From an optimization exercise on the open Yosys and OpenROAD flow, aimed at small area and a short achievable clock period; shortcuts taken in it are not production practice.
The RTL was checked by simulation tests, not by an equivalence proof against the original design.
Power figures rest on the tool's default switching activity, not on a simulated workload.

// eight_pt_fft
module eight_pt_fft(a0,a1,a2,a3,a4,a5,a6,a7,clk,rst,
                    y0,yr1,yi1,yr2,yi2,yr3,yi3,y4,yr5,yi5,yr6,yi6,yr7,yi7);
Size in the first run: about 950 flip-flops, ~350 I/O pins.
clock: 4.0 ns
lec_check: 0
abc_area: 1
cap_margin: 20
core_margin: 2
core_utilization: 65
place_density: 0.75
setup_slack_margin: 2.0
slew_margin: 20
standard.sh (not shown) runs the stock make flow with config.mk's settings and CLKGATE_MAP_FILE= SYNTH_SCRIPT=/design/flow/synth_recipe.tcl, a recipe that flattens the netlist after the stock synthesis.
==> flow/flow/run.sh <==
#!/bin/bash
# Standard layout, except: synthesis maps adders to plain gates instead of the
# platform's full/half-adder cells (ADDER_MAP_FILE left empty).
# Registers, their names and cell types are the same as the standard synthesis.
set -euo pipefail
bash standard.sh ADDER_MAP_FILE=  finish > run_make.log 2>&1
Rerun with:
==> flow/flow/run.sh (replaced) <==
#!/bin/bash
# Standard layout, except: synthesis maps adders to plain gates instead of the
# platform's full/half-adder cells (ADDER_MAP_FILE left empty); ports buffered with buf_2.
# Registers, their names and cell types are the same as the standard synthesis.
set -euo pipefail
bash standard.sh ADDER_MAP_FILE= 'BUFFER_PORTS_ARGS=-buffer_cell sky130_fd_sc_hd__buf_2' finish > run_make.log 2>&1
--- a/flow/config.mk
+++ b/flow/config.mk
@@ -11,0 +12,2 @@
+export CTS_CLUSTER_DIAMETER = 50
+export CTS_CLUSTER_SIZE = 24
Critical path depth stays the same.
Count of clock-buffer cells in the layout fell by 44.
Worst hold slack gets worse by 37 ps.
Non-clock buffer count fell by 5.
First-iteration DRC count fell by about 3.3%.
Global-route usage fell by 1.5 points.
Cell area fell by about 3.3%.
Synthesized cell count does not change.
Clock power fell by 11%.
Rerun with:
==> flow/flow/run.sh (replaced) <==
#!/bin/bash
# Standard layout, except: synthesis maps adders to plain gates instead of the
# platform's full/half-adder cells (ADDER_MAP_FILE left empty); ports buffered with buf_2; clock tree without dummy loads.
# Registers, their names and cell types are the same as the standard synthesis.
set -euo pipefail
bash standard.sh ADDER_MAP_FILE= 'BUFFER_PORTS_ARGS=-buffer_cell sky130_fd_sc_hd__buf_2' 'CTS_ARGS=-sink_clustering_enable -repair_clock_nets -sink_clustering_size 32 -sink_clustering_max_diameter 60 -dont_use_dummy_load' finish > run_make.log 2>&1
--- a/flow/config.mk
+++ b/flow/config.mk
@@ -12,2 +11,0 @@
-export CTS_CLUSTER_DIAMETER = 50
-export CTS_CLUSTER_SIZE = 24
Effect:
- global-route usage went down by 0.51 points
- sequential cell count stays the same
- wire length drops by about 2%
- register-to-register slack stays flat
- synthesized area does not change
- clock skew grows by 14 ps
- power goes down by about 8%
- worst setup slack is worse by 12 ps
- final area falls by 3.1%
- core utilization is lower by 2.3 points
Rerun with:
--- a/flow/flow/run.sh
+++ b/flow/flow/run.sh
@@ -6 +6 @@
-bash standard.sh ADDER_MAP_FILE= 'BUFFER_PORTS_ARGS=-buffer_cell sky130_fd_sc_hd__buf_2' 'CTS_ARGS=-sink_clustering_enable -repair_clock_nets -sink_clustering_size 32 -sink_clustering_max_diameter 60 -dont_use_dummy_load' finish > run_make.log 2>&1
+bash standard.sh ADDER_MAP_FILE= 'BUFFER_PORTS_ARGS=-buffer_cell sky130_fd_sc_hd__buf_2' 'CTS_ARGS=-sink_clustering_enable -repair_clock_nets -sink_clustering_size 16 -sink_clustering_max_diameter 40 -dont_use_dummy_load' finish > run_make.log 2>&1
Effect:
- global-route usage increases by 0.81 points
- wire length increases by a few percent
- clock-buffer cell count increases by 56
- total power increases by roughly a tenth
- maximum frequency hardly moves
- sequential cell count stays the same
- via count increases slightly
- critical path depth does not change
- sequential share of layout area decreases by 1.8 points
- setup slack gets worse by 4.7 ps
Rerun with:
==> flow/flow/run.sh (replaced) <==
#!/bin/bash
# Standard layout, except: synthesis maps adders to plain gates instead of the
# platform's full/half-adder cells (ADDER_MAP_FILE left empty); ports buffered with buf_2.
# Registers, their names and cell types are the same as the standard synthesis.
set -euo pipefail
bash standard.sh ADDER_MAP_FILE= 'BUFFER_PORTS_ARGS=-buffer_cell sky130_fd_sc_hd__buf_2' finish > run_make.log 2>&1
--- a/flow/config.mk
+++ b/flow/config.mk
@@ -11,2 +11,4 @@
-export CORE_UTILIZATION = 65
-export PLACE_DENSITY = 0.75
+export CORE_UTILIZATION = 75
+export CTS_CLUSTER_DIAMETER = 50
+export CTS_CLUSTER_SIZE = 24
+export PLACE_DENSITY = 0.85
Worst setup slack loses 64 ps.
Cell count is lower by about 1.5%.
Cell area shrinks by 1.3%.
Register-to-register slack got worse by 130 ps.
Sequential cell count is unchanged.
Rerun with:
==> flow/flow/run.sh (replaced) <==
#!/bin/bash
# Standard layout, except that synthesis maps adders to plain gates instead of
# the platform's full/half-adder cells (ADDER_MAP_FILE left empty). Registers,
# their names and cell types are the same as the standard synthesis.
set -euo pipefail
bash standard.sh ADDER_MAP_FILE= finish > run_make.log 2>&1
--- a/flow/config.mk
+++ b/flow/config.mk
@@ -11,4 +11 @@
-export CORE_UTILIZATION = 75
-export CTS_CLUSTER_DIAMETER = 50
-export CTS_CLUSTER_SIZE = 24
-export PLACE_DENSITY = 0.85
+export CORE_UTILIZATION = 40
Result: Combinational power hardly moves; setup slack improved by 65 ps; design area came out higher by 7.4%; worst hold slack gets better by 72 ps; cell count increases by about 12%; routed wire length increases by about 5%; non-clock buffer count is higher by 5; via count is lower by about 4%.

-- port drivers added, routing unchanged --
How much do the figures lean on ideal ports? The routed layouts below were timed once more, with nothing changed but the port constraints.
Step 1: set_driving_cell puts a clkbuf_16 on clk and a buf_2 on each other input, an assumption about the parent block.
Step 2 also shifts input and output timing later by t, the mid clock arrival at the registers, as if the neighbouring blocks saw the same clock.
a / b / c = no drivers / after step 1 / after step 2; a / b = the first two.
run	t, ns	slack for setup (ns)	worst hold slack (ns)	worst setup path at the end	worst register clock-pin slew, ns
the first run	0.682	1.994 / 1.933 / 1.537	0.313 / 0.313 / 0.313	input to register	0.07 / 0.07
the second run	0.660	2.076 / 2.018 / 1.645	0.276 / 0.242 / 0.302	input to register	0.09 / 0.09
the third run	0.665	2.064 / 2.005 / 1.665	0.269 / 0.234 / 0.304	input to register	0.11 / 0.11
the fourth run	0.689	2.060 / 1.999 / 1.651	0.246 / 0.207 / 0.287	input to register	0.07 / 0.07
the fifth run	0.695	1.996 / 1.959 / 1.732	0.249 / 0.216 / 0.319	input to register	0.09 / 0.09
the sixth run	0.705	2.061 / 1.994 / 1.473	0.321 / 0.321 / 0.321	input to register	0.07 / 0.07
After both steps setup and hold are still met in every run listed. The setup slack of the sixth run, which loses most, moves by -0.067 ns with the drivers and by -0.588 ns with both steps.
